This design comes from an exercise in tuning for small area on the open sky130 flow, not from production work. In this exercise RTL edits were held to simulation tests only and were not proved equivalent to the original. No activity file was given, so power comes from the tool's default toggle rates.

--- flow/run.sh ---
#!/bin/bash
# synth_recipe.tcl (not shown) runs the flow's synth.tcl, then flattens the netlist and writes it again
# the make line also repeats each setting of config.mk as NAME=value (left out here)
make -C /OpenROAD-flow-scripts/flow DESIGN_CONFIG=/design/flow/config.mk WORK_HOME=/design/flow/orfs CLKGATE_MAP_FILE= SYNTH_SCRIPT=/design/flow/synth_recipe.tcl finish
--- flow/config.mk ---
export PLATFORM = sky130hd
export DESIGN_NAME = robot_arm_controller
export DESIGN_NICKNAME = robot_arm_controller
export VERILOG_FILES = /design/flow/design.v
export SDC_FILE = /design/flow/constraint.sdc
export NUM_CORES = 4
export LEC_CHECK = 0
export CAP_MARGIN = 20
export CORE_MARGIN = 2
export CORE_UTILIZATION = 40
export SLEW_MARGIN = 20
--- flow/constraint.sdc ---
create_clock -name core_clock -period 10.0 [get_ports {CLOCK_50}]
set_input_delay 2.0000 -clock core_clock [delete_from_list [all_inputs] [get_ports {CLOCK_50}]]
set_output_delay 2.0000 -clock core_clock [all_outputs]
set_load 0.01 [all_outputs]
--- flow/design.v ---
module PWM_Generator_Verilog (
  input  wire       clk,
  input  wire       rst_n,
  input  wire [2:0] level,
  output reg        clk_out
);
  localparam [14:0] R = 15'b100110000100000;
  localparam [14:0] S = 15'b010011000010000;
  reg [14:0] r;
  reg [5:0]  q;
  wire det = ~r[0] & ~r[2] & ~r[3] & r[4] & ~r[5] & ~r[6] & ~r[7] & ~r[8] &
             r[9] & r[10] & ~r[12] & r[13] & ~r[14];
  wire [5:0] qn  = q + {5'd0, det};
  wire [5:0] lim = clk_out ? {3'd0, level} : (6'd40 - {3'd0, level});
  wire       done = (qn >= lim);
  always @(posedge clk or negedge rst_n) begin
    if (!rst_n) begin
      r <= R;
      q <= 6'd0;
      clk_out <= 1'b1;
    end else begin
      if (done) begin
        r <= R;
        q <= 6'd0;
        clk_out <= ~clk_out;
      end else begin
        r <= {r[13:0], ~(r[14] ^ r[6]) ^ det};
        q <= qn;
      end
    end
  end
endmodule
module robot_arm_controller (
  input         CLOCK_50,
  input         RESET_N,
  input  [3:0]  KEY,
  output [35:0] GPIO_0
);
  localparam [12:0] FR = 13'b0000111011111;
  localparam [12:0] FS = 13'b0000011101111;
  reg [12:0] a;
  reg [7:0]  b;
  wire adet = a[1] & a[2] & a[3] & ~a[4] & a[5] & a[6] & a[7] & ~a[8] &
              ~a[9] & ~a[11];
  always @(posedge CLOCK_50 or negedge RESET_N) begin
    if (!RESET_N) begin
      a <= FR;
      b <= 8'd0;
    end else begin
      a <= {a[11:0], ~(a[12] ^ a[2]) ^ adet};
      if (adet) b <= (b == 8'd199) ? 8'd0 : b + 8'd1;
    end
  end
  assign GPIO_0[0]  = b < 8'd20;
  assign GPIO_0[1]  = b < 8'd19;
  assign GPIO_0[2]  = b < 8'd18;
  assign GPIO_0[3]  = b < 8'd17;
  assign GPIO_0[4]  = b < 8'd16;
  assign GPIO_0[5]  = b < 8'd15;
  assign GPIO_0[6]  = b < 8'd14;
  assign GPIO_0[7]  = b < 8'd13;
  assign GPIO_0[8]  = b < 8'd12;
  assign GPIO_0[9]  = b < 8'd11;
  assign GPIO_0[10] = b < 8'd10;
  assign GPIO_0[11] = b < 8'd25;
  assign GPIO_0[12] = 1'b0;
  assign GPIO_0[14] = 1'b0;
  assign GPIO_0[35:16] = 20'd0;
  reg [3:0] kp;
  always @(posedge CLOCK_50) kp <= KEY;
  wire [3:0] pr = ~KEY & kp;
  reg [2:0] lk, lg;
  wire inc_k = pr[0] & (lk != 3'd5);
  wire dec_k = pr[1] & (lk != 3'd1);
  wire inc_g = pr[2] & (lg != 3'd5);
  wire dec_g = pr[3] & (lg != 3'd1);
  always @(posedge CLOCK_50) begin
    if (!RESET_N) begin
      lk <= 3'd3;
      lg <= 3'd3;
    end else if (inc_k) lk <= lk + 3'd1;
    else if (dec_k) lk <= lk - 3'd1;
    else if (inc_g) lg <= lg + 3'd1;
    else if (dec_g) lg <= lg - 3'd1;
  end
  PWM_Generator_Verilog gen_key  (.clk(CLOCK_50), .rst_n(RESET_N), .level(lk), .clk_out(GPIO_0[13]));
  PWM_Generator_Verilog gen_grip (.clk(CLOCK_50), .rst_n(RESET_N), .level(lg), .clk_out(GPIO_0[15]));
endmodule
==> results of run 1 <==
-- cell type report --
| type | instances | share of cell area (%) |
|---|---|---|
| Multi-Input combinational cell | 231 | 38.77 |
| Clock inverter | 6 | 2.105 |
| Timing Repair Buffer | 23 | 5.029 |
| Sequential cell | 75 | 43.22 |
| Clock buffer | 10 | 2.982 |
| Tap cell | 129 | 3.772 |
| Inverter | 47 | 4.123 |
-- per-layer routing --
layer / wire length, um / up-vias / GRT usage (%) / part of all wire (%)
met5: 0 / - / 0 / 0
met4: 101 / 0 / 4.615 / 1.5
met3: 201 / 6 / 4.309 / 3.0
li1: - / 1309 / - / -
met2: 3009 / 43 / 21.10 / 45
met1: 3318 / 1267 / 20.04 / 50
-- path summary, 6_finish.rpt --
check,startpoint,end,slack [ns]
worst min register to register,a[10]$_DFF_PN0_,a[11]$_DFF_PN0_,0.35
worst max register to register,gen_key.r[10]$_DFF_PN1_,gen_key.clk_out$_DFFE_PN1P_,6.68
min in group asynchronous,RESET_N,gen_key.q[4]$_DFF_PN0_,1.84
worst min-delay path,a[10]$_DFF_PN0_,a[11]$_DFF_PN0_,0.35
max in group asynchronous,RESET_N,gen_grip.r[13]$_DFF_PN0_,7.62
worst max-delay path,b[5]$_DFFE_PN0P_,GPIO_0[6],5.70
-- cells by family after synthesis --
group / share of synthesized area (%)
flops: 47.99
compound gates: 16.82
buf+inv: 11.01
mux: 1.623
xor+xnor: 4.091
simple gates: 11.23
other cells: 0.09731
fa+ha+maj: 7.143
-- cells in the mapped netlist, types with 3 or more instances --
cell type | n | area share [%]
dfxtp_1 | 10 | 5.2
nor2b_1 | 4 | 0.65
a211oi_1 | 35 | 6.8
nand2b_1 | 8 | 1.3
a31oi_1 | 5 | 0.81
o311ai_0 | 3 | 0.68
a211o_1 | 8 | 1.8
nor4bb_1 | 3 | 0.78
nand3_1 | 9 | 1.2
nor3b_1 | 3 | 0.58
o21a_1 | 5 | 0.97
nand2_1 | 8 | 0.78
xor2_1 | 6 | 1.4
nand4_1 | 3 | 0.49
nor2_1 | 12 | 1.2
buf_4 | 24 | 4.7
nor4_1 | 3 | 0.49
ha_1 | 22 | 7.1
inv_1 | 47 | 4.6
xnor2_1 | 12 | 2.7
dfrtp_1 | 47 | 31
nor3_1 | 3 | 0.39
clkbuf_1 | 18 | 1.8
o21ai_0 | 10 | 1.3
and3_1 | 5 | 0.81
mux2i_1 | 4 | 1.0
dfstp_2 | 18 | 12
a21oi_1 | 8 | 1.0
-- per-stage QoR --
stage	setup WS [ns]	cells
after floorplan	6.513	395
after global placement	6.119	505
after detailed placement	6.083	505
after CTS	5.682	521
after global routing	5.525	521
final	5.696	521
-- registers in the layout, indices dropped and copies added, names as in the netlist --
signal,cells
a,13
b,8
gen_grip.clk_out,1
gen_grip.q,6
gen_grip.r,15
gen_key.clk_out,1
gen_key.q,6
gen_key.r,15
kp,4
lg,3
lk,3
-- power by group --
| part | switching (W) | internal [W] | leakage [nW] | total, W |
|---|---|---|---|---|
| registers | 0.00000382 | 0.000306 | 0.848 | 0.000310 |
| logic | 0.0000270 | 0.0000154 | 1.01 | 0.0000424 |
| clock network | 0.000117 | 0.000141 | 0.106 | 0.000258 |
| total | 0.000148 | 0.000463 | 1.96 | 0.000610 |
-- worst max-delay path, delay by kind of cell, from the launching register on --
family,cells,cell delay [ns]
compound gates,1,0.17
buf+inv,1,0.56
flops,1,0.42
simple gates,2,0.79
-- placed cells by master (no fill, tap or decap), types with 5 or more instances in the layout --
master	instances
inv_1	47
dfrtp_1	47
a211oi_1	35
ha_1	22
conb_1	22
dfstp_2	18
clkdlybuf4s50_1	18
nor2_1	12
xnor2_1	12
o21ai_0	10
dfxtp_1	10
nand3_1	9
clkbuf_8	9
nand2_1	8
nand2b_1	8
a211o_1	8
a21oi_1	8
xor2_1	6
a31oi_1	5
o21a_1	5
and3_1	5
==> summary.md, run 1 <==
| Metric | Value |
|---|---|
| Hold crit path type | flop to flop |
| Tot Pwr | 0.0006103 W |
| Crit end category | primary output |
| Final hold violation count | 0 |
| Routed Antenna Nets | 0 |
| Initial Util | 41.51% |
| Dpl hpwl | 4143 um |
| Tightest Pin Transition | 0.8643 ns |
| Final WL | 6630 um |
| Gpl congestion | 0.7666 |
| Hold Worst Slack | 0.3492 ns |
| Fmax | 232.3 MHz |
| Site Rows | 35 |
| Initial antenna violation count | 0 |
| Average wire per standard cell | 12.73 um |
| Vias in the first global route | 2529 |
| Kind of critical path | flop to primary output |
| Fin crit share | 43.04% |
| Post-Syn Area | 3854 um^2 |
| CP max-delay cell | clkdlybuf4s50_1 |
| Layout cells sized above 1 | 10.71% |
| WHS Path Cells | 0 |
| CTS root buffer | clkbuf_8 |
| Final Core Density | 46.09% |
| Placement Cell Area | 4061 um^2 |
| First-pass DRT Iterations | 4 |
| Final TNS setup | 0 ns |
| Hold-fix buffers, CTS | 0 |
| Status | timing/DRC/antenna clean |
| Slew headroom | 42.38% |
| Fin. max-slew vios | 0 |
| Area grow syn2layout | 11.04% |
| Crit path DAT | 2.30 ns |
| Register bit total from synthesis | 75 |
| H-tree levels | 3 |
| Post-Syn Instances | 374 |
| CTS tree | built |
| I/O pin count | 42 |
| CP required | 8.00 ns |
| Lkg Pwr | 1.962 nW |
| Crit path cell chain | or3_1 -> or2_2 -> a31oi_1 -> clkdlybuf4s50_1 |
| Port-buffer cells | 19 |
| Num CTS Buffers | 9 |
| Total vias in the final route | 2625 |
| GRT Residual Overflow | 0 |
| Post-CTS Setup Bufs | 0 |
| Post-synthesis sequential area ratio | 47.99% |
| Tot GR Track Use | 14.24% |
| Longest Clk Path Bufs | 2 |
| CP Max Fanout | 9 |
| RSZ-0062 raised after global routing | no |
| First-pass GRT wire length | 11830 um |
| Cell area after layout | 4279 um^2 |
| Startpoint Class | flop |
| CORE AREA | 9284 um^2 |
| Syn avg cell area | 10.30 um^2 |
| Area of the multi-input gates | 1659 um^2 |
| Die Ht | 102.2 um |
| Die footprint | 10440 um^2 |
| Diode count | 0 |
| Number of enable flip-flop cells after synthesis | 0 |
| Fin crit period | 4.304 ns |
| Clock Skews | 0.008252 ns |
| Yosys warns | 2 |
| Max cap viols | 0 |
| FF-to-FF path depth | 12 |
| Clock sinks | 75 |
| Residual DRC | 0 |
| Initial DRC count | 56 |
| FILL cells | 885 |
| CTS clk-pin slew, worst paths | 0.08 ns |
| Clock latency (worst-skew pair) | 0.36 ns |
| Largest stage delay, worst path | 0.56 ns |
| Largest net degree at the start of global routing | 71 |
| Max IR drop VDD | 0.08643 mV |
| Vias/cell | 5.038 |
| Pwr/cell area | 142.6 nW/um^2 |
| Register area | 1849 um^2 |
| Final setup viols | 0 |
| Netlist cell types | 50 |
| Nets | 415 |
| Post-cts gate resize count | 0 |
| Main synth FF type | dfrtp_1 |
| Asr flop ratio synth | 86.67% |
| Die X | 102.2 um |
==> run 2: changes to the inputs <==
--- a/flow/config.mk
+++ b/flow/config.mk
@@ -8,4 +8,6 @@
 export CAP_MARGIN = 20
 export CORE_MARGIN = 2
 export CORE_UTILIZATION = 40
+export CTS_CLUSTER_DIAMETER = 100
+export CTS_CLUSTER_SIZE = 50
 export SLEW_MARGIN = 20
==> run 2 against run 1 <==
- fmax unchanged
- die area stayed put
- register-to-register slack barely moved
- final area is the same
- clock power about the same
- critical path type unchanged
- sequential share of layout area unchanged
- first-iteration DRC count did not move
- count of clock-buffer cells in the layout unchanged
==> summary.md, run 2 <==
| Metric | Value |
|---|---|
| Crit path buffers/inverters | 1 (unchanged) |
| Site Rows | 35 (unchanged) |
| Hold Worst Slack | 0.3492 ns (unchanged) |
| Total vias in the final route | 2625 (unchanged) |
| Biggest regs | gen_grip.r x15, gen_key.r x15, a x13 (unchanged) |
| Die footprint | 10440 um^2 (unchanged) |
| Post-CTS Setup Bufs | 0 (unchanged) |
| CTS clk-pin slew, worst paths | 0.08 ns (about the same) |
| Final setup viols | 0 (unchanged) |
| Register bit total from synthesis | 75 (unchanged) |
| Tightest Pin Transition | 0.8643 ns (unchanged) |
| CTS root buffer | clkbuf_8 (unchanged) |
| Final TNS setup | 0 ns (unchanged) |
| CTS tree | built (unchanged) |
| Top cells by area, synth | dfrtp_1, dfstp_2, ha_1, a211oi_1, dfxtp_1 (unchanged) |
| Initial DRC count | 56 (unchanged) |
| Tot Pwr | 0.0006103 W (unchanged) |
| Status | timing/DRC/antenna clean (unchanged) |
| Yosys top cell by area | dfrtp_1 (unchanged) |
| Yosys warns | 2 (unchanged) |
| Dpl hpwl | 4143 um (unchanged) |
| CP max-delay cell | clkdlybuf4s50_1 (unchanged) |
| Lkg Pwr | 1.962 nW (unchanged) |
| Asr flop ratio synth | 86.67% (unchanged) |
| Hold crit path type | flop to flop (unchanged) |
| Final WL | 6630 um (unchanged) |
| CORE AREA | 9284 um^2 (unchanged) |
| Kind of critical path | flop to primary output (unchanged) |
| Final Core Density | 46.09% (unchanged) |
| Crit path cell chain | or3_1 -> or2_2 -> a31oi_1 -> clkdlybuf4s50_1 (unchanged) |
| Residual DRC | 0 (unchanged) |
| Clock latency (worst-skew pair) | 0.36 ns (about the same) |
| Largest net degree at the start of global routing | 71 (unchanged) |
| Diode count | 0 (unchanged) |
| GRT Residual Overflow | 0 (unchanged) |
| Initial antenna violation count | 0 (unchanged) |
| CP required | 8.00 ns (about the same) |
| Top-area cell type share of the netlist area | 30.52% (unchanged) |
| Vias/cell | 5.038 (unchanged) |
| Crit end category | primary output (unchanged) |
| Final hold violation count | 0 (unchanged) |
| Grt peak-use layer | met2 (unchanged) |
| Pwr/cell area | 142.6 nW/um^2 (unchanged) |
| Cell area after layout | 4279 um^2 (unchanged) |
| Grt met1 use | 20.04% (unchanged) |
| Num CTS Buffers | 9 (unchanged) |
| Hold-fix buffers, CTS | 0 (unchanged) |
| Largest stage delay, worst path | 0.56 ns (about the same) |
| Clock sinks | 75 (unchanged) |
| I/O pin count | 42 (unchanged) |
| Global routing usage on met3 | 4.309% (unchanged) |
| Post-Syn Area | 3854 um^2 (unchanged) |
| Syn avg cell area | 10.30 um^2 (unchanged) |
| Max IR drop VDD | 0.08643 mV (unchanged) |
| Die Ht | 102.2 um (unchanged) |
| Fin crit share | 43.04% (unchanged) |
| Commonest cells after routing, fill and taps aside | inv_1, dfrtp_1, a211oi_1 (unchanged) |
| Fmax | 232.3 MHz (unchanged) |
| Family with the most delay on the worst path | simple AND/OR/NAND/NOR gates (unchanged) |
| Crit path DAT | 2.30 ns (about the same) |
| Main synth FF type | dfrtp_1 (unchanged) |
| Longest Clk Path Bufs | 2 (unchanged) |
| Max cap viols | 0 (unchanged) |
| Startpoint Class | flop (unchanged) |
| Post-Syn Instances | 374 (unchanged) |
| Nets | 415 (unchanged) |
| Average wire per standard cell | 12.73 um (unchanged) |
| Fin. max-slew vios | 0 (unchanged) |
| Post-cts gate resize count | 0 (unchanged) |
| Synth top cells by count | dfrtp_1, inv_1, a211oi_1 (unchanged) |
| Vias in the first global route | 2529 (unchanged) |
| Post-synthesis sequential area ratio | 47.99% (unchanged) |
| Slew headroom | 42.38% (unchanged) |
| Port-buffer cells | 19 (unchanged) |
| Die X | 102.2 um (unchanged) |
| Met2 Usage GRT | 21.10% (unchanged) |
| Clock Skews | 0.008252 ns (unchanged) |
| Gpl congestion | 0.7666 (unchanged) |
| First-pass DRT Iterations | 4 (unchanged) |
| Area grow syn2layout | 11.04% (unchanged) |
| Number of enable flip-flop cells after synthesis | 0 (unchanged) |
| CP Max Fanout | 9 (unchanged) |
| Routed Antenna Nets | 0 (unchanged) |
| H-tree levels | 3 (unchanged) |
| Fin crit period | 4.304 ns (unchanged) |
| Initial Util | 41.51% (unchanged) |
| Placement Cell Area | 4061 um^2 (unchanged) |
| RSZ-0062 raised after global routing | no (unchanged) |
| Netlist cell types | 50 (unchanged) |
| FILL cells | 885 (unchanged) |
| First-pass GRT wire length | 11830 um (unchanged) |
| Tot GR Track Use | 14.24% (unchanged) |
| Layout cells sized above 1 | 10.71% (unchanged) |
[run 2: cell counts after synthesis]
No cell type changed its count.
[run 2: cell type report]
cell class	count	area [um^2]	share of cell area, %
repair buffers	23	215.2	5.029
well taps	129	161.4	3.772
flip-flops and latches	75	1849	43.22
multi-input cells	231	1659	38.77
inverters	47	176.4	4.123
clock inverters	6	90.09	2.105
clock buffers	10	127.6	2.982
[run 2: metal layers]
layer | part of all wire (%) | routed length (um)
met1 | 50 | 3318
met2 | 45 | 3009
met3 | 3.0 | 201
met4 | 1.5 | 101
met5 | 0 | 0
[run 2: logic make-up after synthesis]
kind of cell / Yosys count / synth area share (%)
compound gates: 89 / 16.82
xor+xnor: 18 / 4.091
fa+ha+maj: 22 / 7.143
buf+inv: 89 / 11.01
flops: 75 / 47.99
mux: 6 / 1.623
other cells: 1 / 0.09731
simple gates: 74 / 11.23
[run 2: power by group]
part	total, W	internal, W	leakage [nW]	switching (W)
clock	0.000258	0.000141	0.106	0.000117
sequential	0.000310	0.000306	0.848	0.00000382
combinational	0.0000424	0.0000154	1.01	0.0000270
[run 2: path summary, 6_finish.rpt]
kind	slack, ns	from	cells after the start	to
min	0.35	a[10]$_DFF_PN0_	0	a[11]$_DFF_PN0_
max	5.70	b[5]$_DFFE_PN0P_	4	GPIO_0[6]
max in group asynchronous	7.62	RESET_N	2	gen_grip.r[13]$_DFF_PN0_
max reg2reg	6.68	gen_key.r[10]$_DFF_PN1_	12	gen_key.clk_out$_DFFE_PN1P_
min reg2reg	0.35	a[10]$_DFF_PN0_	0	a[11]$_DFF_PN0_
min in group asynchronous	1.84	RESET_N	2	gen_key.q[4]$_DFF_PN0_
[run 2: metrics by stage]
step | setup slack, ns | instances
2_1_floorplan | 6.513 | 395
3_3_place_gp | 6.119 | 505
3_5_place_dp | 6.083 | 505
4_1_cts | 5.682 | 521
5_1_grt | 5.525 | 521
6_report | 5.696 | 521
==> run 3: changes to the inputs <==
==> flow/flow/run.sh (new file) <==
#!/bin/bash
# Own layout flow: the standard flow (standard.sh) with
#  - synthesis by flow/mysynth.tcl (area-oriented abc, see there),
#  - port buffers of the smallest buffer cell,
#  - clock tree synthesis without dummy loads.
set -euo pipefail
W=$(pwd)
export MY_ABC_SCRIPT=$W/flow/area.abc
export BUFFER_PORTS_ARGS="-buffer_cell sky130_fd_sc_hd__buf_1"
export CTS_ARGS="-sink_clustering_enable -repair_clock_nets -dont_use_dummy_load"
bash standard.sh SYNTH_SCRIPT=$W/flow/mysynth.tcl finish > $W/standard_flow.log 2>&1
==> flow/flow/area.abc (new file) <==
strash
&get -n
&deepsyn -T 20
&put
dch -f
amap
strash
dch -f
amap
topo
==> flow/flow/mysynth.tcl (new file) <==
# The standard synthesis (synth_recipe.tcl) with two changes to the
# combinational mapping only: Yosys's extract_fa is skipped (no ha/fa cells)
# and abc runs flow/area.abc, an area-oriented script, in place of ORFS's.
# Registers, their names and cell types are as in the standard synthesis.
proc synth {args} { yosys synth -nofsm -noshare {*}$args }
proc abc {args} {
  set i [lsearch -exact $args -script]
  if {$i >= 0} { set args [lreplace $args $i [expr {$i + 1}] -script $::env(MY_ABC_SCRIPT)] }
  yosys abc {*}$args
}
proc extract_fa {args} {}
source $::env(SCRIPTS_DIR)/synth.tcl
# left out here: clear keep_hierarchy, flatten, clean up, hide names made inside functions, write 1_2_yosys.v
==> flow/standard.sh (new file) <==
#!/bin/bash
# synth_recipe.tcl (not shown) runs the flow's synth.tcl, then flattens the netlist and writes it again
# the make line also repeats each setting of config.mk as NAME=value (left out here)
make -C /OpenROAD-flow-scripts/flow DESIGN_CONFIG=/design/flow/config.mk WORK_HOME=/design/flow/orfs CLKGATE_MAP_FILE= SYNTH_SCRIPT=/design/flow/synth_recipe.tcl "${@:-finish}"
--- a/flow/config.mk
+++ b/flow/config.mk
@@ -8,6 +8,4 @@
 export CAP_MARGIN = 20
 export CORE_MARGIN = 2
 export CORE_UTILIZATION = 40
-export CTS_CLUSTER_DIAMETER = 100
-export CTS_CLUSTER_SIZE = 50
 export SLEW_MARGIN = 20
removed: flow/run.sh
==> run 3 against run 2 <==
- still clean
- synthesized cell count down 12%
- fmax rose by 11%
- via count shrank 20%
- worst setup slack better by 0.41 ns
==> summary.md, run 3 <==
| Metric | Value |
|---|---|
| Most common cell in the netlist | nor2_1 |
| Yosys warns | 2 (unchanged) |
| Final WL | 5027 um (was 6630 um) |
| CORE AREA | 7687 um^2 (was 9284 um^2) |
| FF-to-FF path depth | 17 (was 12) |
| Top-area cell type share of the netlist area | 37.39% (was 30.52%) |
| Longest Clk Path Bufs | 2 (unchanged) |
| Main synth FF type | dfrtp_1 (unchanged) |
| Fin crit share | 38.95% (was 43.04%) |
| Num CTS Buffers | 9 (unchanged) |
| Area grow syn2layout | 7.637% (was 11.04%) |
| Fin crit period | 3.895 ns (was 4.304 ns) |
| Cell area after layout | 3386 um^2 (was 4279 um^2) |
| Final Core Density | 44.04% (was 46.09%) |
| Port-buffer cells | 19 (unchanged) |
| Largest net degree at the start of global routing | 69 (was 71) |
| Hold crit path type | flop to flop (unchanged) |
| RSZ-0062 raised after global routing | no (unchanged) |
| Worst Setup SP | b[5]$_DFFE_PN0P_ (unchanged) |
| CP required | 8.00 ns (about the same) |
| Kind of critical path | flop to primary output (unchanged) |
| Site Rows | 32 (was 35) |
| Tightest Pin Transition | 0.8472 ns (was 0.8643 ns) |
| Final setup viols | 0 (unchanged) |
| Vias/cell | 4.594 (was 5.038) |
| Crit path DAT | 1.89 ns (was 2.30 ns) |
| Netlist cell types | 34 (was 50) |
| Vias in the first global route | 2031 (was 2529) |
| Synth top cells by count | nor2_1, dfrtp_1, clkinv_1 (was dfrtp_1, inv_1, a211oi_1) |
| Status | timing/DRC/antenna clean (unchanged) |
| Clock sinks | 75 (unchanged) |
| Average wire per standard cell | 10.98 um (was 12.73 um) |
| Fin. max-slew vios | 0 (unchanged) |
| Layout cells sized above 1 | 8.708% (was 10.71%) |
| Fmax | 256.7 MHz (was 232.3 MHz) |
| Post-cts gate resize count | 0 (unchanged) |
| Pwr/cell area | 148.3 nW/um^2 (was 142.6 nW/um^2) |
| GRT Residual Overflow | 0 (unchanged) |
| Hold-fix buffers, CTS | 0 (unchanged) |
| Number of enable flip-flop cells after synthesis | 0 (unchanged) |
| Most common cell after layout, fill and taps aside | nor2_1 |
| Final TNS setup | 0 ns (unchanged) |
| Initial antenna violation count | 0 (unchanged) |
| Diode count | 0 (unchanged) |
| PnR worst setup slack | 6.105 ns (was 5.696 ns) |
| Commonest cells after routing, fill and taps aside | nor2_1, dfrtp_1, clkinv_1 (was inv_1, dfrtp_1, a211oi_1) |
| Place WS | 6.268 ns (was 6.083 ns) |
| Startpoint Class | flop (unchanged) |
| Syn avg cell area | 9.561 um^2 (was 10.30 um^2) |
| Initial DRC count | 80 (was 56) |
| First-pass DRT Iterations | 4 (unchanged) |
| Biggest regs | gen_grip.r x15, gen_key.r x15, a x13 (unchanged) |
| Post-CTS Setup Bufs | 0 (unchanged) |
| CP Max Fanout | 4 (was 9) |
| CTS tree | built (unchanged) |
| Tot GR Track Use | 13.18% (was 14.24%) |
| Clock Skews | 0.01627 ns (was 0.008252 ns) |
| Final hold violation count | 0 (unchanged) |
| Worst R2R Setup Slack | 6.77 ns (was 6.68 ns) |
| Die Ht | 92.68 um (was 102.2 um) |
| Die X | 92.68 um (was 102.2 um) |
| Worst setup endpoint | GPIO_0[9] (was GPIO_0[6]) |
| Total vias in the final route | 2104 (was 2625) |
| Die footprint | 8590 um^2 (was 10440 um^2) |
| Top cells by area, synth | dfrtp_1, dfstp_2, nor2_1, dfxtp_1, buf_4 (was dfrtp_1, dfstp_2, ha_1, a211oi_1, dfxtp_1) |
| Max cap viols | 0 (unchanged) |
| Lkg Pwr | 1.382 nW (was 1.962 nW) |
| Max IR drop VDD | 0.04797 mV (was 0.08643 mV) |
| Yosys top cell by area | dfrtp_1 (unchanged) |
| Nets | 364 (was 415) |
| Initial Util | 40.92% (was 41.51%) |
| Dpl hpwl | 3454 um (was 4143 um) |
| Placement Cell Area | 3259 um^2 (was 4061 um^2) |
| Post-Syn Area | 3146 um^2 (was 3854 um^2) |
| CTS root buffer | clkbuf_8 (unchanged) |
| Asr flop ratio synth | 86.67% (unchanged) |
| Worst r2r dst | gen_grip.q[4]$_DFF_PN0_ (was gen_key.clk_out$_DFFE_PN1P_) |
| Residual DRC | 0 (unchanged) |
| Hold Worst Slack | 0.3586 ns (was 0.3492 ns) |
| Slew headroom | 43.52% (was 42.38%) |
| CTS clk-pin slew, worst paths | 0.07 ns (was 0.08 ns) |
| Routed Antenna Nets | 0 (unchanged) |
| I/O pin count | 42 (unchanged) |
| Crit Reg-Reg Startpoint | gen_grip.r[8]$_DFF_PN0_ (was gen_key.r[10]$_DFF_PN1_) |
| Post-Syn Instances | 329 (was 374) |
| Register bit total from synthesis | 75 (unchanged) |
| Crit end category | primary output (unchanged) |
| Clock latency (worst-skew pair) | 0.34 ns (was 0.36 ns) |
| H-tree levels | 3 (unchanged) |
| Gpl congestion | 0.8129 (was 0.7666) |
| Post-synthesis sequential area ratio | 58.79% (was 47.99%) |
| First-pass GRT wire length | 8873 um (was 11830 um) |
## run 3: layout make-up
type / instances / area [um^2]
fillers: 741 / 4302
flip-flops and latches: 75 / 1849
multi-input cells: 209 / 1040
inverters: 42 / 157.7
well taps: 102 / 127.6
clock buffers: 9 / 123.9
repair buffers: 21 / 87.58
## run 3: stage by stage
| step | total power [W] | cells |
|---|---|---|
| 6_report | 0.0005022 | 458 |
| 2_1_floorplan | 0.0003321 | 350 |
| 5_1_grt | 0.0005255 | 458 |
| 3_3_place_gp | 0.0003345 | 449 |
| 3_5_place_dp | 0.0003347 | 449 |
| 4_1_cts | 0.0005101 | 458 |
## run 3: kinds of logic (layout without fill, tap and decap cells)
kind of cell | count (synthesis) | count (layout) | synth area share, %
simple gates | 126 | 126 | 18.74
flops | 75 | 75 | 58.79
compound gates | 61 | 61 | 11.62
other cells | 1 | 22 | 0.1192
buf+inv | 66 | 72 | 10.74
## run 3: where the power goes
group	switching, W	internal, W
Combinational	0.0000157	0.00000473
Clock	0.0000932	0.0000803
Sequential	0.00000230	0.000306
Total	0.000111	0.000391
## run 3: critical path, cell delays in order (launching register included)
cell,delay (ns)
dfrtp_1,0.40
or3_1,0.42
nor2_1,0.19
o21ai_0,0.19
a31oi_1,0.19
buf_1,0.17
## run 3: routing by layer
| layer | track usage [%] | wire length (um) | vias to the layer above |
|---|---|---|---|
| li1 | - | - | 1092 |
| met1 | 16.76 | 2524 | 971 |
| met2 | 20.50 | 2204 | 34 |
| met3 | 5.126 | 234 | 7 |
| met4 | 4.902 | 63 | 0 |
| met5 | 0 | 0 | - |
## run 3: worst min path at each step
stage | from | end | slack, ns | cells past startpoint
2_1_floorplan | a[10]$_DFF_PN0_ | a[11]$_DFF_PN0_ | 0.33 | 0
4_1_cts | a[1]$_DFF_PN1_ | a[2]$_DFF_PN1_ | 0.36 | 0
5_1_grt | a[1]$_DFF_PN1_ | a[2]$_DFF_PN1_ | 0.37 | 0
6_report | a[1]$_DFF_PN1_ | a[2]$_DFF_PN1_ | 0.36 | 0
3_3_place_gp | a[10]$_DFF_PN0_ | a[11]$_DFF_PN0_ | 0.34 | 0
3_5_place_dp | a[10]$_DFF_PN0_ | a[11]$_DFF_PN0_ | 0.35 | 0
==> run 4: changes to the inputs <==
==> flow/design.v (replaced) <==
module PWM_Generator_Verilog (
  input  wire       clk,
  input  wire       rst_n,
  input  wire [2:0] level,    
  output reg        clk_out
);
  localparam [255:0] DONE = 256'b0100111101001111010011110100111101001111010011110100111100001111000011110000101100001011000000110000001100000001000000010000000001001111010011110100111101001110010011100100110001001100010001000100010001000000010000000000000000000000000000000000000000000000;
  reg [14:0] s;
  reg [5:0]  q;
  wire det  = s[0] & ~s[1] & ~s[3] & ~s[4] & ~s[5] & ~s[6] & s[7] & ~s[8] & ~s[9] & ~s[10] & ~s[11] & s[12] & s[13];
  wire done = (clk_out | q[5]) & DONE[{clk_out, q[2:0], det, level}];
  wire clr  = det | done;
  always @(posedge clk or negedge rst_n) begin
    if (!rst_n) begin
      s <= 15'd0;
      q <= 6'd0;
      clk_out <= 1'b1;
    end else begin
      s <= clr ? 15'd0 : {~s[13:0], ~(s[14] ^ s[7])};
      q <= done ? 6'd0 : q + {5'd0, det};
      if (done) clk_out <= ~clk_out;
    end
  end
endmodule
module robot_arm_controller (
  input         CLOCK_50,
  input         RESET_N,
  input  [3:0]  KEY,
  output [35:0] GPIO_0
);
  localparam [12:0] FR = 13'b0000111011111;
  reg [12:0] a;
  reg [4:0]  b1;
  reg [2:0]  b2;
  wire adet = a[1] & a[2] & a[3] & ~a[4] & a[5] & a[6] & a[7] & ~a[8] & ~a[9] & ~a[11];
  wire bw   = b1[4] & b1[3];    
  always @(posedge CLOCK_50 or negedge RESET_N) begin
    if (!RESET_N) begin
      a  <= FR;
      b1 <= 5'd0;
      b2 <= 3'd0;
    end else begin
      a <= {a[11:0], ~(a[12] ^ a[2]) ^ adet};
      if (adet) begin
        b1 <= bw ? 5'd0 : b1 + 5'd1;
        if (bw) b2 <= b2 + 3'd1;
      end
    end
  end
  localparam [31:0] LT10 = 32'b00000000000000000000001111111111;
  localparam [31:0] LT11 = 32'b00000000000000000000011111111111;
  localparam [31:0] LT12 = 32'b00000000000000000000111111111111;
  localparam [31:0] LT13 = 32'b00000000000000000001111111111111;
  localparam [31:0] LT14 = 32'b00000000000000000011111111111111;
  localparam [31:0] LT15 = 32'b00000000000000000111111111111111;
  localparam [31:0] LT16 = 32'b00000000000000001111111111111111;
  localparam [31:0] LT17 = 32'b00000000000000011111111111111111;
  localparam [31:0] LT18 = 32'b00000000000000111111111111111111;
  localparam [31:0] LT19 = 32'b00000000000001111111111111111111;
  localparam [31:0] LT20 = 32'b00000000000011111111111111111111;
  wire sb0 = (b2 == 3'd0);
  assign GPIO_0[0] = sb0 & LT20[b1];
  assign GPIO_0[1] = sb0 & LT19[b1];
  assign GPIO_0[2] = sb0 & LT18[b1];
  assign GPIO_0[3] = sb0 & LT17[b1];
  assign GPIO_0[4] = sb0 & LT16[b1];
  assign GPIO_0[5] = sb0 & LT15[b1];
  assign GPIO_0[6] = sb0 & LT14[b1];
  assign GPIO_0[7] = sb0 & LT13[b1];
  assign GPIO_0[8] = sb0 & LT12[b1];
  assign GPIO_0[9] = sb0 & LT11[b1];
  assign GPIO_0[10] = sb0 & LT10[b1];
  assign GPIO_0[11] = sb0;
  assign GPIO_0[12] = 1'b0;
  assign GPIO_0[14] = 1'b0;
  assign GPIO_0[35:16] = 20'd0;
  localparam [7:0] IS5 = 8'b01000000;
  localparam [7:0] IS1 = 8'b00000001;
  localparam [23:0] INC = {3'd0, 3'd6, 3'd0, 3'd0, 3'd2, 3'd6, 3'd3, 3'd1};
  localparam [23:0] DEC = {3'd0, 3'd2, 3'd0, 3'd0, 3'd1, 3'd3, 3'd0, 3'd0};
  reg [3:0] kp;
  always @(posedge CLOCK_50) kp <= KEY;
  wire [3:0] pr = ~KEY & kp;
  reg [2:0] lk, lg;
  wire inc_k = pr[0] & ~IS5[lk];
  wire dec_k = pr[1] & ~IS1[lk];
  wire inc_g = pr[2] & ~IS5[lg];
  wire dec_g = pr[3] & ~IS1[lg];
  always @(posedge CLOCK_50) begin
    if (!RESET_N) begin
      lk <= 3'd3;
      lg <= 3'd3;
    end else if (inc_k) lk <= INC[lk*3 +: 3];
    else if (dec_k) lk <= DEC[lk*3 +: 3];
    else if (inc_g) lg <= INC[lg*3 +: 3];
    else if (dec_g) lg <= DEC[lg*3 +: 3];
  end
  PWM_Generator_Verilog gen_key  (.clk(CLOCK_50), .rst_n(RESET_N), .level(lk), .clk_out(GPIO_0[13]));
  PWM_Generator_Verilog gen_grip (.clk(CLOCK_50), .rst_n(RESET_N), .level(lg), .clk_out(GPIO_0[15]));
endmodule
--- a/flow/flow/run.sh
+++ b/flow/flow/run.sh
@@ -7,5 +7,5 @@
 W=$(pwd)
 export MY_ABC_SCRIPT=$W/flow/area.abc
 export BUFFER_PORTS_ARGS="-buffer_cell sky130_fd_sc_hd__buf_1"
-export CTS_ARGS="-sink_clustering_enable -repair_clock_nets -dont_use_dummy_load"
+export CTS_ARGS="-sink_clustering_enable -repair_clock_nets -dont_use_dummy_load -buf_list sky130_fd_sc_hd__clkbuf_4"
 bash standard.sh SYNTH_SCRIPT=$W/flow/mysynth.tcl finish > $W/standard_flow.log 2>&1
==> run 4 against run 3 <==
- sequential power about the same
- combinational power up 12%
- highest routed layer unchanged
- clock skew up 0.013 ns
- die area down 3.2%
- global-route usage down 0.47 points
- fmax down 3.3%
- clock power down 27%
- via count down 2.4%
- final area down 5.4%
- critical endpoint is now GPIO_0[3]
==> summary.md, run 4 <==
| Metric | Value |
|---|---|
| Commonest cells after routing, fill and taps aside | nor2_1, dfrtp_1, clkinv_1 (unchanged) |
| Fmax | 248.2 MHz (was 256.7 MHz) |
| Register bit total from synthesis | 75 (unchanged) |
| Routed Antenna Nets | 0 (unchanged) |
| Gpl congestion | 0.7867 (was 0.8129) |
| Top cells by area, synth | dfrtp_1, nor2_1, dfstp_2, dfxtp_1, buf_4 (was dfrtp_1, dfstp_2, nor2_1, dfxtp_1, buf_4) |
| Asr flop ratio synth | 86.67% (unchanged) |
| Die Ht | 91.17 um (was 92.68 um) |
| Top-area cell type share of the netlist area | 45.29% (was 37.39%) |
| Final TNS setup | 0 ns (unchanged) |
| Total vias in the final route | 2053 (was 2104) |
| Main synth FF type | dfrtp_1 (unchanged) |
| Final WL | 4669 um (was 5027 um) |
| Layout cells sized above 1 | 6.176% (was 8.708%) |
| First-pass DRT Iterations | 4 (unchanged) |
| Vias/cell | 4.677 (was 4.594) |
| Slew headroom | 45.14% (was 43.52%) |
| Startpoint Class | flop (unchanged) |
| Port-buffer cells | 19 (unchanged) |
| Family with the most delay on the worst path | simple AND/OR/NAND/NOR gates (unchanged) |
| Yosys top cell by area | dfrtp_1 (unchanged) |
| Pwr/cell area | 143.1 nW/um^2 (was 148.3 nW/um^2) |
| RSZ-0062 raised after global routing | no (unchanged) |
| Area grow syn2layout | 5.352% (was 7.637%) |
| Kind of critical path | flop to primary output (unchanged) |
| CTS clk-pin slew, worst paths | 0.12 ns (was 0.07 ns) |
| Status | timing/DRC/antenna clean (unchanged) |
| I/O pin count | 42 (unchanged) |
| CTS root buffer | clkbuf_4 (was clkbuf_8) |
| Fin. max-slew vios | 0 (unchanged) |
| Hold Worst Slack | 0.3621 ns (was 0.3586 ns) |
| Average wire per standard cell | 10.64 um (was 10.98 um) |
| Initial antenna violation count | 0 (unchanged) |
| Largest net degree at the start of global routing | 70 (was 69) |
| Number of enable flip-flop cells after synthesis | 0 (unchanged) |
| Num CTS Buffers | 9 (unchanged) |
| Largest stage delay, worst path | 0.41 ns (was 0.42 ns) |
| CP Max Fanout | 8 (was 4) |
| Fin crit period | 4.030 ns (was 3.895 ns) |
| Lkg Pwr | 1.295 nW (was 1.382 nW) |
| Dpl hpwl | 3285 um (was 3454 um) |
| Tot GR Track Use | 12.71% (was 13.18%) |
| Post-CTS Setup Bufs | 0 (unchanged) |
| Post-cts gate resize count | 0 (unchanged) |
| Post-Syn Instances | 315 (was 329) |
| Hold-fix buffers, CTS | 0 (unchanged) |
| CORE AREA | 7292 um^2 (was 7687 um^2) |
| Crit path cell chain | nor3_1 -> nand2_1 -> clkinv_1 -> a31oi_1 -> a21oi_1 -> o21a_1 -> buf_1 (was or3_1 -> nor2_1 -> o21ai_0 -> a31oi_1 -> buf_1) |
| Most common cell after layout, fill and taps aside | nor2_1 (unchanged) |
| Hold crit path type | flop to flop (unchanged) |
| CP max-delay cell | dfrtp_1 (was or3_1) |
| GRT Residual Overflow | 0 (unchanged) |
| Nets | 348 (was 364) |
| Worst R2R Setup Slack | 6.54 ns (was 6.77 ns) |
| Longest Clk Path Bufs | 2 (unchanged) |
| Most common cell in the netlist | nor2_1 (unchanged) |
| Stages on the worst setup path | 7 (was 5) |
| CTS tree | built (unchanged) |
| Biggest regs | gen_grip.s x15, gen_key.s x15, a x13 (was gen_grip.r x15, gen_key.r x15, a x13) |
| Residual DRC | 0 (unchanged) |
| Max cap viols | 0 (unchanged) |
| Diode count | 0 (unchanged) |
| Final hold violation count | 0 (unchanged) |
| Crit path DAT | 2.03 ns (was 1.89 ns) |
| Post-Syn Area | 3039 um^2 (was 3146 um^2) |
| Crit path buffers/inverters | 2 (was 1) |
| Fin crit share | 40.30% (was 38.95%) |
| Die footprint | 8311 um^2 (was 8590 um^2) |
| Clock Skews | 0.02912 ns (was 0.01627 ns) |
| Synth top cells by count | nor2_1, dfrtp_1, clkinv_1 (unchanged) |
| CP required | 8.00 ns (about the same) |
| Max IR drop VDD | 0.09141 mV (was 0.04797 mV) |
| Yosys warns | 2 (unchanged) |
| Site Rows | 31 (was 32) |
| Tightest Pin Transition | 0.8229 ns (was 0.8472 ns) |
| Final setup viols | 0 (unchanged) |
| Vias in the first global route | 1887 (was 2031) |
| H-tree levels | 3 (unchanged) |
| Post-synthesis sequential area ratio | 60.52% (was 58.79%) |
| Clock sinks | 75 (unchanged) |
| Initial DRC count | 90 (was 80) |
| Die X | 91.17 um (was 92.68 um) |
| Syn avg cell area | 9.648 um^2 (was 9.561 um^2) |
| First-pass GRT wire length | 8411 um (was 8873 um) |
| FF-to-FF path depth | 10 (was 17) |
| Netlist cell types | 29 (was 34) |
| Final Core Density | 43.91% (was 44.04%) |
| Initial Util | 41.68% (was 40.92%) |
| WHS Path Cells | 0 (unchanged) |
| Crit end category | primary output (unchanged) |
| Clock latency (worst-skew pair) | 0.40 ns (was 0.34 ns) |
run 4: changes by cell type in the layout (fill, tap and decap cells not counted), moves of 5 or more:
cell,before,now
nor2_1,56,78
nor3_1,8,25
nor2b_1,19,4
clkinv_1,42,28
a21oi_1,21,11
o21ai_0,18,8
clkbuf_4,0,9
clkbuf_8,9,0
dfrtp_1,47,55
dfstp_2,18,10
nand4_1,5,0
run 4: logic make-up after synthesis:
| kind of cell | count (synthesis) | synth area share, % |
|---|---|---|
| simple gates | 142 | 20.25 |
| buf+inv | 53 | 9.634 |
| compound gates | 44 | 9.469 |
| flops | 75 | 60.52 |
| other cells | 1 | 0.1234 |
run 4: power breakdown:
group / switching (W) / leakage (nW) / total [W] / internal, W
Clock: 0.0000850 / 0.0414 / 0.000127 / 0.0000420
Sequential: 0.00000241 / 0.817 / 0.000308 / 0.000306
Combinational: 0.0000173 / 0.436 / 0.0000230 / 0.00000569
Total: 0.000105 / 1.30 / 0.000458 / 0.000353
run 4: routing by layer:
layer / part of all wire [%] / vias up / GRT usage (%)
met2: 42 / 58 / 17.90
met4: 0.69 / 0 / 4.167
li1: - / 1058 / -
met1: 52 / 935 / 17.77
met3: 6.2 / 2 / 5.311
met5: 0 / - / 0
run 4: path summary, 6_finish.rpt:
kind | startpoint | end
min in group asynchronous | RESET_N | gen_grip.q[5]$_DFF_PN0_
max reg2reg | gen_key.s[9]$_DFF_PN0_ | gen_key.s[0]$_DFF_PN0_
min reg2reg | a[0]$_DFF_PN1_ | a[1]$_DFF_PN1_
max | b2[2]$_DFFE_PN0P_ | GPIO_0[3]
min | a[0]$_DFF_PN1_ | a[1]$_DFF_PN1_
max in group asynchronous | RESET_N | gen_key.q[4]$_DFF_PN0_
run 4: cell type report:
cell class,count,area [um^2]
well taps,99,123.9
inverters,28,105.1
flip-flops and latches,75,1839
fillers,729,4090
clock buffers,9,67.56
repair buffers,20,80.08
multi-input cells,208,985.9
run 4: worst reg2reg max path, delay by kind of cell (launching register included):
kind,cells,cell delay [ns]
DFF,1,0.38
and+or+nand+nor,7,1.81
AOI/OAI and AO/OA,2,1.04
buffers and inverters,1,0.10
run 4: metrics by stage:
| stage | setup WS (ns) | std cells | instance area (um^2) | total power [W] |
|---|---|---|---|---|
| finish | 5.970 | 439 | 3202 | 0.0004582 |
| global route | 5.728 | 439 | 3202 | 0.0004836 |
| CTS | 5.901 | 439 | 3202 | 0.0004668 |
| detailed placement | 6.361 | 430 | 3134 | 0.0003374 |
| global placement | 6.448 | 430 | 3134 | 0.0003371 |
| floorplan | 6.477 | 336 | 3118 | 0.0003347 |
==> run 5: changes to the inputs <==
--- a/flow/flow/run.sh
+++ b/flow/flow/run.sh
@@ -7,5 +7,6 @@
 W=$(pwd)
 export MY_ABC_SCRIPT=$W/flow/area.abc
 export BUFFER_PORTS_ARGS="-buffer_cell sky130_fd_sc_hd__buf_1"
-export CTS_ARGS="-sink_clustering_enable -repair_clock_nets -dont_use_dummy_load -buf_list sky130_fd_sc_hd__clkbuf_4"
+export CTS_ARGS="-sink_clustering_enable -repair_clock_nets -dont_use_dummy_load -buf_list sky130_fd_sc_hd__clkbuf_4 -root_buf sky130_fd_sc_hd__clkbuf_8 -sink_clustering_size 6 -sink_clustering_max_diameter 30"
+export SKIP_REPAIR_TIE_FANOUT=1
 bash standard.sh SYNTH_SCRIPT=$W/flow/mysynth.tcl finish > $W/standard_flow.log 2>&1
==> run 5 against run 4 <==
- still clean
- via count down 3.4%
- power rose by 9.5%
- clock skew shrank 0.0039 ns
- synthesized cell count is the same
- register-to-register slack improved by 0.05 ns
- sequential power about the same
- count of clock-buffer cells in the layout is the same
- clock power rose by 34%
- combinational power about the same
- largest cell class unchanged
==> summary.md, run 5 <==
| Metric | Value |
|---|---|
| RSZ-0062 raised after global routing | no (unchanged) |
| Yosys top cell by area | dfrtp_1 (unchanged) |
| Worst R2R Setup Slack | 6.59 ns (was 6.54 ns) |
| Crit Reg-Reg Startpoint | gen_key.s[11]$_DFF_PN0_ (was gen_key.s[9]$_DFF_PN0_) |
| Diode count | 0 (unchanged) |
| Clock latency (worst-skew pair) | 0.34 ns (was 0.40 ns) |
| Initial antenna violation count | 0 (unchanged) |
| Area grow syn2layout | 4.611% (was 5.352%) |
| Status | timing/DRC/antenna clean (unchanged) |
| Fmax | 250.1 MHz (was 248.2 MHz) |
| Fin. max-slew vios | 0 (unchanged) |
| Netlist cell types | 29 (unchanged) |
| Final TNS setup | 0 ns (unchanged) |
| Area of the multi-input gates | 907.1 um^2 (was 985.9 um^2) |
| Vias in the first global route | 1899 (was 1887) |
| Register bit total from synthesis | 75 (unchanged) |
| CORE AREA | 7292 um^2 (unchanged) |
| Hold-fix buffers, CTS | 0 (unchanged) |
| Hold crit path type | flop to flop (unchanged) |
| Lkg Pwr | 1.250 nW (was 1.295 nW) |
| Die X | 91.17 um (unchanged) |
| Final Core Density | 43.60% (was 43.91%) |
| Register area | 1839 um^2 (unchanged) |
| Post-Syn Area | 3039 um^2 (unchanged) |
| Post-CTS Setup Bufs | 0 (unchanged) |
| Residual DRC | 0 (unchanged) |
| Main synth FF type | dfrtp_1 (unchanged) |
| FILL cells | 732 (was 729) |
| Site Rows | 31 (unchanged) |
| Yosys warns | 2 (unchanged) |
| Longest Clk Path Bufs | 2 (unchanged) |
| CP Max Fanout | 8 (unchanged) |
| Startpoint Class | flop (unchanged) |
| Clock Skews | 0.02525 ns (was 0.02912 ns) |
| Largest net degree at the start of global routing | 70 (unchanged) |
| Max IR drop VDD | 0.09428 mV (was 0.09141 mV) |
| Post-Syn Instances | 315 (unchanged) |
| Initial Util | 41.68% (unchanged) |
| Initial DRC count | 102 (was 90) |
| Routed Antenna Nets | 0 (unchanged) |
| Kind of critical path | flop to primary output (unchanged) |
| Pwr/cell area | 157.8 nW/um^2 (was 143.1 nW/um^2) |
| Average wire per standard cell | 11.05 um (was 10.64 um) |
| Layout cells sized above 1 | 6.583% (was 6.176%) |
| Worst r2r dst | gen_key.s[0]$_DFF_PN0_ (unchanged) |
| Total vias in the final route | 1984 (was 2053) |
| Clock sinks | 75 (unchanged) |
| Fin crit period | 3.999 ns (was 4.030 ns) |
| Final setup viols | 0 (unchanged) |
| Most common cell in the netlist | nor2_1 (unchanged) |
| First-pass DRT Iterations | 4 (unchanged) |
| Hold Path Sink | a[8]$_DFF_PN1_ (was a[1]$_DFF_PN1_) |
| Synth top cells by count | nor2_1, dfrtp_1, clkinv_1 (unchanged) |
| Number of enable flip-flop cells after synthesis | 0 (unchanged) |
| Grt met1 use | 17.66% (was 17.77%) |
| Top-area cell type share of the netlist area | 45.29% (unchanged) |
| Gpl congestion | 0.7818 (was 0.7867) |
| I/O pin count | 42 (unchanged) |
| Top cells by area, synth | dfrtp_1, nor2_1, dfstp_2, dfxtp_1, buf_4 (unchanged) |
| Slew headroom | 44.91% (was 45.14%) |
| Dpl hpwl | 3148 um (was 3285 um) |
| FF-to-FF path depth | 10 (unchanged) |
| Most common cell after layout, fill and taps aside | nor2_1 (unchanged) |
| Tot GR Track Use | 12.83% (was 12.71%) |
| H-tree levels | 3 (unchanged) |
| Final WL | 4618 um (was 4669 um) |
| Post-synthesis sequential area ratio | 60.52% (unchanged) |
| Biggest regs | gen_grip.s x15, gen_key.s x15, a x13 (unchanged) |
| CTS root buffer | clkbuf_8 (was clkbuf_4) |
| Nets | 327 (was 348) |
| CTS tree | built (unchanged) |
| Commonest cells after routing, fill and taps aside | nor2_1, dfrtp_1, clkinv_1 (unchanged) |
| Max cap viols | 0 (unchanged) |
| Tightest Pin Transition | 0.8264 ns (was 0.8229 ns) |
| CP required | 8.00 ns (about the same) |
| Hold wc startpoint | a[7]$_DFF_PN1_ (was a[0]$_DFF_PN1_) |
| CTS clk-pin slew, worst paths | 0.08 ns (was 0.12 ns) |
| Grt peak-use layer | met2 (unchanged) |
| GRT Residual Overflow | 0 (unchanged) |
| Num CTS Buffers | 9 (unchanged) |
| Final hold violation count | 0 (unchanged) |
| Asr flop ratio synth | 86.67% (unchanged) |
| Die Ht | 91.17 um (unchanged) |
| Port-buffer cells | 19 (unchanged) |
| First-pass GRT wire length | 8514 um (was 8411 um) |
| Fin crit share | 39.99% (was 40.30%) |
| Post-cts gate resize count | 0 (unchanged) |
| WHS Path Cells | 0 (unchanged) |
| Syn avg cell area | 9.648 um^2 (unchanged) |
| Crit end category | primary output (unchanged) |
| Met2 Usage GRT | 18.64% (was 17.90%) |
| Vias/cell | 4.746 (was 4.677) |
| Crit path DAT | 2.00 ns (was 2.03 ns) |
| Global routing usage on met3 | 4.481% (was 5.311%) |
| Die footprint | 8311 um^2 (unchanged) |
[run 5: cell types whose count changed in the layout (fill, tap and decap cells not counted), sizes merged]
| cell | change |
|---|---|
| conb | -21 |
[run 5: worst max path at each step]
stage | startpoint | to | slack (ns) | cells past startpoint
floorplan | b2[0]$_DFFE_PN0P_ | GPIO_0[3] | 6.48 | 6
global placement | KEY[0] | lg[0]$_SDFFE_PN1P_ | 6.44 | 11
detailed placement | b2[0]$_DFFE_PN0P_ | GPIO_0[3] | 6.38 | 7
CTS | b2[0]$_DFFE_PN0P_ | GPIO_0[3] | 5.97 | 7
global route | b2[0]$_DFFE_PN0P_ | GPIO_0[3] | 5.81 | 7
finish | b2[0]$_DFFE_PN0P_ | GPIO_0[3] | 6.00 | 7
[run 5: cell families after synthesis]
family                 after synthesis  share of synthesized area, %
AND/OR/NAND/NOR                    142                         20.25
buffers and inverters               53                         9.634
flip-flops                          75                         60.52
other                                1                        0.1234
AO/OA/AOI/OAI                       44                         9.469
[run 5: report_power, final]
part / total [W] / switching, W / internal, W
logic: 0.0000229 / 0.0000172 / 0.00000569
clock network: 0.000170 / 0.0000900 / 0.0000802
registers: 0.000309 / 0.00000243 / 0.000306
[run 5: through the flow]
| stage | hold slack [ns] | instance area, um^2 | worst slack, ns | cells | power [W] |
|---|---|---|---|---|---|
| 2_1_floorplan | 0.3312 | 3039 | 6.477 | 315 | 0.0003347 |
| 6_report | 0.3505 | 3179 | 6.001 | 418 | 0.0005017 |
| 3_5_place_dp | 0.3412 | 3055 | 6.378 | 409 | 0.0003373 |
| 4_1_cts | 0.3486 | 3179 | 5.975 | 418 | 0.0005107 |
| 3_3_place_gp | 0.3331 | 3055 | 6.439 | 409 | 0.0003373 |
| 5_1_grt | 0.3522 | 3179 | 5.807 | 418 | 0.0005246 |
[run 5: final cells by class]
| class | instances | share of cell area [%] |
|---|---|---|
| multi-input cells | 187 | 28.53 |
| clock buffers | 9 | 3.896 |
| inverters | 28 | 3.306 |
| repair buffers | 20 | 2.519 |
| well taps | 99 | 3.896 |
| flip-flops and latches | 75 | 57.85 |
[run 5: layer usage]
| metal | part of all wire [%] | routed length [um] |
|---|---|---|
| met1 | 52 | 2384 |
| met2 | 42 | 1917 |
| met3 | 5.6 | 259 |
| met4 | 1.2 | 57 |
| met5 | 0 | 0 |
[run 5: worst max-delay path, stage by stage, from the launching register on]
cell      delay [ns]
dfrtp_1         0.40
nor3_1          0.33
nand2_1         0.23
clkinv_1        0.13
a31oi_1         0.07
a21oi_1         0.20
o21a_1          0.15
buf_1           0.14
==> run 6: changes to the inputs <==
==> flow/flow/run.sh (replaced) <==
#!/bin/bash
# Own layout flow: the standard flow (standard.sh) with
#  - synthesis by flow/mysynth.tcl: the standard synthesis script with an
#    area-oriented abc script (flow/area.abc) and without Yosys's extract_fa;
#    registers are those of the standard synthesis, which also runs here
#    (refsyn/) so that flow/regnames.py can give every register the
#    standard synthesis's instance name;
#  - port buffers of the smallest buffer cell (buf_1);
#  - clock tree synthesis without dummy loads;
#  - no splitting of the constant-0 driver (one tie cell for the 0 outputs).
set -euo pipefail
W=$(pwd)
R=orfs/results/sky130hd/robot_arm_controller/base
export MY_ABC_SCRIPT=$W/flow/area.abc
export BUFFER_PORTS_ARGS="-buffer_cell sky130_fd_sc_hd__buf_1"
export CTS_ARGS="-sink_clustering_enable -repair_clock_nets -dont_use_dummy_load -buf_list sky130_fd_sc_hd__clkbuf_16 -root_buf sky130_fd_sc_hd__clkbuf_16"
export SKIP_REPAIR_TIE_FANOUT=1
bash standard.sh WORK_HOME=$W/refsyn synth > $W/refsyn.log 2>&1
bash standard.sh SYNTH_SCRIPT=$W/flow/mysynth.tcl synth > $W/synth.log 2>&1
python3 flow/regnames.py refsyn/results/sky130hd/robot_arm_controller/base/1_2_yosys.v $R/1_2_yosys.v $W/renamed.v > $W/regnames.log 2>&1
mv $W/renamed.v $R/1_2_yosys.v
rm -f $R/1_synth.odb $R/1_synth.sdc
bash standard.sh SYNTH_SCRIPT=$W/flow/mysynth.tcl finish > $W/layout.log 2>&1
==> flow/flow/regnames.py (new file) <==
#!/usr/bin/env python3
"""Give the registers of a synthesized netlist the instance names that the
standard synthesis gave them, pairing each register with the standard one
that drives the same output net (Q). Registers Yosys could not name after
their Verilog register get numbered names (_123_) that depend on how many
cells synthesis made before them, so a different combinational mapping
renumbers them. The cell types and Q nets must match one to one.
usage: regnames.py REF.v MINE.v OUT.v"""
import re, sys

inst_re = re.compile(r'^\s*(sky130_fd_sc_hd__\w+)\s+(\\\S+|\S+)\s*\($')
pin_re = re.compile(r'^\s*\.(\w+)\((.*)\),?\s*$')

def parse(path):
    lines = open(path).read().split('\n')
    insts = []  # (line index, type, name, pins)
    i = 0
    while i < len(lines):
        m = inst_re.match(lines[i])
        if m:
            t, n = m.group(1), m.group(2)
            pins = {}
            j = i + 1
            while not lines[j].strip().startswith(');'):
                pm = pin_re.match(lines[j])
                if pm: pins[pm.group(1)] = pm.group(2).strip()
                j += 1
            insts.append((i, t, n, pins))
            i = j
        i += 1
    return lines, insts

def is_reg(t):
    return re.match(r'sky130_fd_sc_hd__(df|sdf|edf|sedf)', t) is not None

def base(t):
    return re.sub(r'_\d+$', '', t)

ref_lines, ref = parse(sys.argv[1])
lines, mine = parse(sys.argv[2])
ref_q = {r[3]['Q']: (r[1], r[2]) for r in ref if is_reg(r[1])}
my_regs = [r for r in mine if is_reg(r[1])]
assert len(ref_q) == len([r for r in ref if is_reg(r[1])]), "ref: Q nets not unique"
assert len(my_regs) == len(ref_q), f"register count {len(my_regs)} != {len(ref_q)}"
names = {r[2] for r in mine}
renames = {}
for (i, t, n, pins) in my_regs:
    q = pins.get('Q')
    assert q in ref_q, f"no standard register drives {q}"
    rt, rn = ref_q[q]
    assert base(rt) == base(t), f"{q}: cell {t} != {rt}"
    if rn != n: renames[i] = rn
targets = set(renames.values())
fresh = 0
for (i, t, n, pins) in mine:
    if n in targets and i not in renames:
        # a non-register cell holds a name a register needs: rename it
        while f"_rn{fresh}_" in names: fresh += 1
        renames[i] = f"_rn{fresh}_"; names.add(renames[i])
for i, new in renames.items():
    m = inst_re.match(lines[i])
    lines[i] = lines[i].replace(m.group(2), new, 1)
    print(f"renamed {m.group(2)} -> {new}")
open(sys.argv[3], 'w').write('\n'.join(lines))
==> run 6 against run 5 <==
- clock power rose by 52%
- clock skew is 0.011 ns lower
- global-route usage up 0.078 points
- sequential share of layout area fell by 1.8 points
- largest power group unchanged
- die area unchanged
- first-iteration DRC count fell by 2.9%
- final cell count unchanged
- highest routed layer unchanged
- critical endpoint unchanged
- critical path depth did not move
- largest cell class unchanged
- non-clock buffer count unchanged
- worst hold slack improved by 0.0045 ns
==> summary.md, run 6 <==
| Metric | Value |
|---|---|
| Initial Util | 41.68% (unchanged) |
| Final TNS setup | 0 ns (unchanged) |
| Worst r2r dst | gen_key.s[0]$_DFF_PN0_ (unchanged) |
| Status | timing/DRC/antenna clean (unchanged) |
| Top cells by area, synth | dfrtp_1, nor2_1, dfstp_2, dfxtp_1, buf_4 (unchanged) |
| Most common cell after layout, fill and taps aside | nor2_1 (unchanged) |
| Worst R2R Setup Slack | 6.55 ns (was 6.59 ns) |
| I/O pin count | 42 (unchanged) |
| RSZ-0062 raised after global routing | no (unchanged) |
| Gpl congestion | 0.7835 (was 0.7818) |
| Hold Path Sink | a[1]$_DFF_PN1_ (was a[8]$_DFF_PN1_) |
| Fin crit period | 3.965 ns (was 3.999 ns) |
| Commonest cells after routing, fill and taps aside | nor2_1, dfrtp_1, clkinv_1 (unchanged) |
| FF-to-FF path depth | 10 (unchanged) |
| Post-Syn Area | 3039 um^2 (unchanged) |
| Die footprint | 8311 um^2 (unchanged) |
| H-tree levels | 3 (unchanged) |
| Yosys top cell by area | dfrtp_1 (unchanged) |
| Area grow syn2layout | 7.946% (was 4.611%) |
| Tightest Pin Transition | 0.8358 ns (was 0.8264 ns) |
| Netlist cell types | 29 (unchanged) |
| Fin. max-slew vios | 0 (unchanged) |
| Die Ht | 91.17 um (unchanged) |
| Crit Reg-Reg Startpoint | gen_key.s[11]$_DFF_PN0_ (unchanged) |
| CORE AREA | 7292 um^2 (unchanged) |
| Layout cells sized above 1 | 6.583% (unchanged) |
| Main synth FF type | dfrtp_1 (unchanged) |
| Yosys warns | 2 (unchanged) |
| Top-area cell type share of the netlist area | 45.29% (unchanged) |
| Max IR drop VDD | 0.08470 mV (was 0.09428 mV) |
| Post-CTS Setup Bufs | 0 (unchanged) |
| Longest Clk Path Bufs | 2 (unchanged) |
| CP required | 8.00 ns (about the same) |
| Register bit total from synthesis | 75 (unchanged) |
| Clock Skews | 0.01379 ns (was 0.02525 ns) |
| Startpoint Class | flop (unchanged) |
| Diode count | 0 (unchanged) |
| Crit path DAT | 1.97 ns (was 2.00 ns) |
| Total vias in the final route | 2020 (was 1984) |
| Synth top cells by count | nor2_1, dfrtp_1, clkinv_1 (unchanged) |
| Tot GR Track Use | 12.90% (was 12.83%) |
| Initial antenna violation count | 0 (unchanged) |
| CTS clk-pin slew, worst paths | 0.05 ns (was 0.08 ns) |
| Post-Syn Instances | 315 (unchanged) |
| Kind of critical path | flop to primary output (unchanged) |
| Syn avg cell area | 9.648 um^2 (unchanged) |
| Fmax | 252.2 MHz (was 250.1 MHz) |
| Largest net degree at the start of global routing | 70 (unchanged) |
| Nets | 327 (unchanged) |
| Hold-fix buffers, CTS | 0 (unchanged) |
| Routed Antenna Nets | 0 (unchanged) |
| Pwr/cell area | 179.8 nW/um^2 (was 157.8 nW/um^2) |
| Post-synthesis sequential area ratio | 60.52% (unchanged) |
| Final WL | 4744 um (was 4618 um) |
| WHS Path Cells | 0 (unchanged) |
| CP Max Fanout | 8 (unchanged) |
| Hold crit path type | flop to flop (unchanged) |
| Post-cts gate resize count | 0 (unchanged) |
| Clock sinks | 75 (unchanged) |
| Vias/cell | 4.833 (was 4.746) |
| Residual DRC | 0 (unchanged) |
| First-pass DRT Iterations | 4 (unchanged) |
| Clock latency (worst-skew pair) | 0.33 ns (was 0.34 ns) |
| Port-buffer cells | 19 (unchanged) |
| Lkg Pwr | 1.297 nW (was 1.250 nW) |
| Most common cell in the netlist | nor2_1 (unchanged) |
| Number of enable flip-flop cells after synthesis | 0 (unchanged) |
| GRT Residual Overflow | 0 (unchanged) |
| Final setup viols | 0 (unchanged) |
| Crit end category | primary output (unchanged) |
| Initial DRC count | 99 (was 102) |
| Hold Worst Slack | 0.3551 ns (was 0.3505 ns) |
| Asr flop ratio synth | 86.67% (unchanged) |
| Site Rows | 31 (unchanged) |
| Max cap viols | 0 (unchanged) |
| Num CTS Buffers | 9 (unchanged) |
| Die X | 91.17 um (unchanged) |
| Average wire per standard cell | 11.35 um (was 11.05 um) |
| Slew headroom | 44.28% (was 44.91%) |
| Hold wc startpoint | a[0]$_DFF_PN1_ (was a[7]$_DFF_PN1_) |
| CTS tree | built (unchanged) |
| Final hold violation count | 0 (unchanged) |
| Biggest regs | gen_grip.s x15, gen_key.s x15, a x13 (unchanged) |
| Vias in the first global route | 1887 (was 1899) |
| Fin crit share | 39.65% (was 39.99%) |
| First-pass GRT wire length | 8424 um (was 8514 um) |
| CTS root buffer | clkbuf_16 (was clkbuf_8) |
| Dpl hpwl | 3229 um (was 3148 um) |
## run 6: cell counts after synthesis
No cell type changed its count.
## run 6: worst max path at each step
| stage | startpoint | to | cells after the start |
|---|---|---|---|
| global route | b2[0]$_DFFE_PN0P_ | GPIO_0[3] | 7 |
| global placement | KEY[0] | lg[0]$_SDFFE_PN1P_ | 11 |
| floorplan | b2[0]$_DFFE_PN0P_ | GPIO_0[3] | 6 |
| CTS | b2[0]$_DFFE_PN0P_ | GPIO_0[3] | 7 |
| finish | b2[0]$_DFFE_PN0P_ | GPIO_0[3] | 7 |
| detailed placement | KEY[0] | lg[0]$_SDFFE_PN1P_ | 11 |
## run 6: power by group
group	switching, W	internal [W]
clock network	0.000101	0.000157
logic	0.0000171	0.00000569
registers	0.00000240	0.000307
## run 6: kinds of logic (layout without fill, tap and decap cells)
family,Yosys count,count (layout),share of synthesized area [%]
AOI/OAI and AO/OA,44,44,9.469
buffers and inverters,53,57,9.634
DFF,75,75,60.52
other,1,1,0.1234
and+or+nand+nor,142,142,20.25
## run 6: per-layer routing
metal	track usage, %	share of wire (%)	up-vias	routed length [um]
met3	5.726	5.8	7	277
met2	18.95	43	48	2037
met1	16.80	50	929	2365
li1	-	-	1036	-
met4	4.924	1.3	0	63
met5	0	0	-	0
## run 6: through the flow
step | power [W] | std cells | setup WS, ns | instance area (um^2) | util [%]
after global placement | 0.0003372 | 409 | 6.437 | 3055 | 41.90
final | 0.0005899 | 418 | 6.035 | 3281 | 44.99
after CTS | 0.0006019 | 418 | 6.033 | 3281 | 44.99
after detailed placement | 0.0003371 | 409 | 6.362 | 3055 | 41.90
after global routing | 0.0006169 | 418 | 5.840 | 3281 | 44.99
after floorplan | 0.0003347 | 315 | 6.477 | 3039 | -
## run 6: area by class of cell
type	count	area, um^2
fill	720	4011
tap	99	123.9
sequential	75	1839
clock buffer	9	225.2
inverter	28	105.1
multi-input combinational	187	907.1
timing repair buffer	20	80.08
## run 6: worst max-delay path, stage by stage (launching register included)
cell	delay [ns]
dfrtp_1	0.38
nor3_1	0.32
nand2_1	0.24
clkinv_1	0.12
a31oi_1	0.07
a21oi_1	0.21
o21a_1	0.15
buf_1	0.14

==> afterwards: timing with drivers on the ports <==
No port has a modelled driver above. Below, the same layouts with a new extraction and two added sets of constraints.
Step 1 (the two cells are an assumption about what drives the block):
set clk [get_ports {CLOCK_50}]
set_driving_cell -lib_cell sky130_fd_sc_hd__clkbuf_16 $clk
set_driving_cell -lib_cell sky130_fd_sc_hd__buf_2 [delete_from_list [all_inputs] $clk]
Step 2 adds t to the input delays and takes it off the output delays; t is the mean of the earliest and latest rising clock arrival at the registers after step 1. Input paths then give back, and output paths get back, about the clock's delay inside the block.
Slacks: ideal / step 1 / step 2; pairs: ideal / step 1.
run	shift t [ns]	slack for setup (ns)	worst slew at a driven data input, ns
run 1	0.381	5.696 / 5.666 / 6.047	0.03
run 2	0.381	5.696 / 5.666 / 6.047	0.03
run 3	0.360	6.105 / 6.076 / 6.270	0.04
run 4	0.411	5.970 / 5.945 / 6.327	0.04
run 5	0.358	6.001 / 5.973 / 6.331	0.03
run 6	0.350	6.035 / 6.003 / 6.334	0.03
After both steps setup and hold are still met in every run listed.
